What follows belongs to an exercise in optimizing a design on an open flow for small area, a short achievable clock period and few clock cycles; a production flow would make more cautious choices. Function was checked by simulation only, so behaviour that the tests miss may differ from the original. Power figures rest on the tool's default switching activity, not on a simulated workload.

==> flow/design.v <==
module apb_rd_aoi3 (
    input  wire        s0, s1, s2,
    input  wire [31:0] d0, d1, d2,
    output wire [31:0] y
);
    assign y = ~(({32{s0}} & d0) | ({32{s1}} & d1) | ({32{s2}} & d2));
endmodule
module apb_rd_nand4 (
    input  wire [31:0] a, b, c, d,
    output wire [31:0] y
);
    assign y = ~(a & b & c & d);
endmodule
module apb_rd_nor4 (
    input  wire [31:0] a, b, c, d,
    output wire [31:0] y
);
    assign y = ~(a | b | c | d);
endmodule
module apb_rd_nor2 (
    input  wire [31:0] a, b,
    output wire [31:0] y
);
    assign y = ~(a | b);
endmodule
module apb_system_top #(
    parameter ADDR_WIDTH = 32,
    parameter DATA_WIDTH = 32,
    parameter NUM_SLAVES = 3
)(
    input  wire                    pclk,
    input  wire                    presetn,
    input  wire                    transfer_req,
    input  wire [ADDR_WIDTH-1:0]   transfer_addr,
    input  wire [DATA_WIDTH-1:0]   transfer_wdata,
    input  wire                    transfer_write,
    output wire                    transfer_ready,
    output wire [DATA_WIDTH-1:0]   transfer_rdata,
    output wire                    transfer_error
);
    wire [3:0] slave  = transfer_addr[19:16];
    wire [5:0] word   = transfer_addr[7:2];
    wire       mapped = (slave[3:2] == 2'b00) && (slave[1:0] != 2'b11);
    wire       inwin  = (transfer_addr[31:20] == 12'h0) && (transfer_addr[15:8] == 8'h0);
    wire       hit    = mapped && inwin;
    wire       wr     = transfer_req && transfer_write && hit;
    wire [31:0] wd0 = transfer_wdata & {32{presetn}};
    wire [31:0] wd1 = transfer_wdata | {32{!presetn}};
    wire [3:0] p0 = 4'b0001 << word[1:0];
    wire [3:0] p1 = 4'b0001 << word[3:2];
    wire [3:0] p2 = 4'b0001 << word[5:4];
    wire [3:0] sd = 4'b0001 << slave[1:0];
    wire [64*32-1:0] ya;
    genvar s, w, b;
    generate
        for (w = 0; w < 64; w = w + 1) begin : g_w
            wire        wl = p2[w/16] & p1[(w/4)%4] & p0[w%4];
            wire [2:0]  sel;
            wire [31:0] q [0:2];
            for (s = 0; s < 3; s = s + 1) begin : g_s
                localparam [31:0] INIT = (s << 24) + w;
                wire [31:0] wd;
                for (b = 0; b < 32; b = b + 1) begin : g_b
                    assign wd[b] = INIT[b] ? wd1[b] : wd0[b];
                end
                wire we = (wr && sd[s] && wl) || !presetn;
                reg [31:0] m;
                always @(posedge pclk)
                    if (we) m <= wd;
                assign q[s]   = m;
                assign sel[s] = sd[s] & wl;
            end
            apb_rd_aoi3 u_a (.s0(sel[0]), .s1(sel[1]), .s2(sel[2]),
                             .d0(q[0]), .d1(q[1]), .d2(q[2]), .y(ya[w*32 +: 32]));
        end
    endgenerate
    wire [16*32-1:0] yb;
    wire [8*32-1:0]  yc;
    wire [2*32-1:0]  yd;
    genvar k;
    generate
        for (k = 0; k < 16; k = k + 1) begin : g_b4
            apb_rd_nand4 u_b (.a(ya[(4*k)*32 +: 32]), .b(ya[(4*k+1)*32 +: 32]),
                              .c(ya[(4*k+2)*32 +: 32]), .d(ya[(4*k+3)*32 +: 32]),
                              .y(yb[k*32 +: 32]));
        end
        for (k = 0; k < 8; k = k + 1) begin : g_c2
            apb_rd_nor2 u_c (.a(yb[(2*k)*32 +: 32]), .b(yb[(2*k+1)*32 +: 32]),
                             .y(yc[k*32 +: 32]));
        end
        for (k = 0; k < 2; k = k + 1) begin : g_d4
            apb_rd_nand4 u_d (.a(yc[(4*k)*32 +: 32]), .b(yc[(4*k+1)*32 +: 32]),
                              .c(yc[(4*k+2)*32 +: 32]), .d(yc[(4*k+3)*32 +: 32]),
                              .y(yd[k*32 +: 32]));
        end
    endgenerate
    reg [31:0] rd0_n, rd1_n;
    reg        error_q;
    always @(posedge pclk) begin
        rd0_n   <= ~(({32{hit}} & yd[0 +: 32]) | ((mapped && !inwin) ? 32'hDEADBEEF : 32'd0));
        rd1_n   <= ~({32{hit}} & yd[32 +: 32]);
        error_q <= !hit;
    end
    reg ready_q;
    always @(posedge pclk or negedge presetn)
        if (!presetn) ready_q <= 1'b0;
        else          ready_q <= 1'b1;
    assign transfer_ready = ready_q;
    assign transfer_rdata = ~(rd0_n & rd1_n);
    assign transfer_error = error_q;
endmodule
Settings: LEC_CHECK=0, CAP_MARGIN=30, CORE_MARGIN=2, CORE_UTILIZATION=60, CTS_BUF_LIST=sky130_fd_sc_hd__clkbuf_16, CTS_CLUSTER_DIAMETER=100, CTS_CLUSTER_SIZE=25, SETUP_SLACK_MARGIN=3.0, SLEW_MARGIN=50, SYNTH_HIERARCHICAL=1, SYNTH_MINIMUM_KEEP_SIZE=0, TNS_END_PERCENT=10; clock period 6.0 ns.
run.sh (not shown) runs the stock make flow with config.mk's settings and CLKGATE_MAP_FILE= SYNTH_SCRIPT=/design/flow/synth_recipe.tcl, a recipe that flattens the netlist after the stock synthesis.
Testbench counts at the start, summed over its fixed seeds: cycles 4,800.
Edit:
--- a/flow/design.v
+++ b/flow/design.v
@@ -20,10 +20,16 @@
 module apb_rd_nor2 (
     input  wire [31:0] a, b,
     output wire [31:0] y
 );
     assign y = ~(a | b);
+endmodule
+module apb_rd_nand2 (
+    input  wire [31:0] a, b,
+    output wire [31:0] y
+);
+    assign y = ~(a & b);
 endmodule
 module apb_system_top #(
     parameter ADDR_WIDTH = 32,
     parameter DATA_WIDTH = 32,
     parameter NUM_SLAVES = 3
@@ -74,11 +80,11 @@
                              .d0(q[0]), .d1(q[1]), .d2(q[2]), .y(ya[w*32 +: 32]));
         end
     endgenerate
     wire [16*32-1:0] yb;
     wire [8*32-1:0]  yc;
-    wire [2*32-1:0]  yd;
+    wire [4*32-1:0]  yd;
     genvar k;
     generate
         for (k = 0; k < 16; k = k + 1) begin : g_b4
             apb_rd_nand4 u_b (.a(ya[(4*k)*32 +: 32]), .b(ya[(4*k+1)*32 +: 32]),
                               .c(ya[(4*k+2)*32 +: 32]), .d(ya[(4*k+3)*32 +: 32]),
@@ -86,26 +92,27 @@
         end
         for (k = 0; k < 8; k = k + 1) begin : g_c2
             apb_rd_nor2 u_c (.a(yb[(2*k)*32 +: 32]), .b(yb[(2*k+1)*32 +: 32]),
                              .y(yc[k*32 +: 32]));
         end
-        for (k = 0; k < 2; k = k + 1) begin : g_d4
-            apb_rd_nand4 u_d (.a(yc[(4*k)*32 +: 32]), .b(yc[(4*k+1)*32 +: 32]),
-                              .c(yc[(4*k+2)*32 +: 32]), .d(yc[(4*k+3)*32 +: 32]),
+        for (k = 0; k < 4; k = k + 1) begin : g_d2
+            apb_rd_nand2 u_d (.a(yc[(2*k)*32 +: 32]), .b(yc[(2*k+1)*32 +: 32]),
                               .y(yd[k*32 +: 32]));
         end
     endgenerate
-    reg [31:0] rd0_n, rd1_n;
-    reg        error_q;
+    reg [4*32-1:0] rd_n;
+    reg            error_q;
     always @(posedge pclk) begin
-        rd0_n   <= ~(({32{hit}} & yd[0 +: 32]) | ((mapped && !inwin) ? 32'hDEADBEEF : 32'd0));
-        rd1_n   <= ~({32{hit}} & yd[32 +: 32]);
+        rd_n[0 +: 32]  <= ~(({32{hit}} & yd[0 +: 32]) | ((mapped && !inwin) ? 32'hDEADBEEF : 32'd0));
+        rd_n[32 +: 32] <= ~({32{hit}} & yd[32 +: 32]);
+        rd_n[64 +: 32] <= ~({32{hit}} & yd[64 +: 32]);
+        rd_n[96 +: 32] <= ~({32{hit}} & yd[96 +: 32]);
         error_q <= !hit;
     end
     reg ready_q;
     always @(posedge pclk or negedge presetn)
         if (!presetn) ready_q <= 1'b0;
         else          ready_q <= 1'b1;
     assign transfer_ready = ready_q;
-    assign transfer_rdata = ~(rd0_n & rd1_n);
+    assign transfer_rdata = ~(rd_n[0 +: 32] & rd_n[32 +: 32] & rd_n[64 +: 32] & rd_n[96 +: 32]);
     assign transfer_error = error_q;
 endmodule
Core utilization falls by 0.32 points.
Power rises by about 0.9%.
Wire length falls by about 1.7%.
Combinational power falls by about 5%.
Critical path depth falls by 12.
Register-to-register slack improved by 110 ps.
Design area rises by about 0.36%.
Cell count rises by 1.9%.
Die area rises by about 0.8%.
Via count rises by 0.35%.
First-iteration DRC count rises by about 1%.
Clock power rises by about 2%.
Testbench counts after the change, summed over its fixed seeds: cycles 4,800.

## static timing again, ports no longer ideal
In the flow no input, the clock included, has a driving cell. The finished layouts below were timed again as built, in two steps. Step 1, drivers: a clkbuf_16 drives pclk and a buf_2 each remaining input, both assumed. Step 2 times the ports against the registers' clock, not the clock port: input delays grow and output delays shrink by t, the midpoint of the rising clock arrivals with the driver on. Three values: no drivers, after step 1, after step 2; two values: the first two.
run	t (ns)	slack for setup (ns)	worst setup path after step 2	clock arrival spread, ns	cell pins on the clock port's net
the first run	1.073	2.683 / 2.711 / 1.639	input to register	0.061 / 0.061	1
the second run	1.078	2.458 / 2.341 / 1.738	input to register	0.048 / 0.048	1
After both steps setup and hold are still met in every run listed. The setup slack of the first run, which loses most, moves by +0.028 ns with the drivers and by -1.044 ns with both steps.
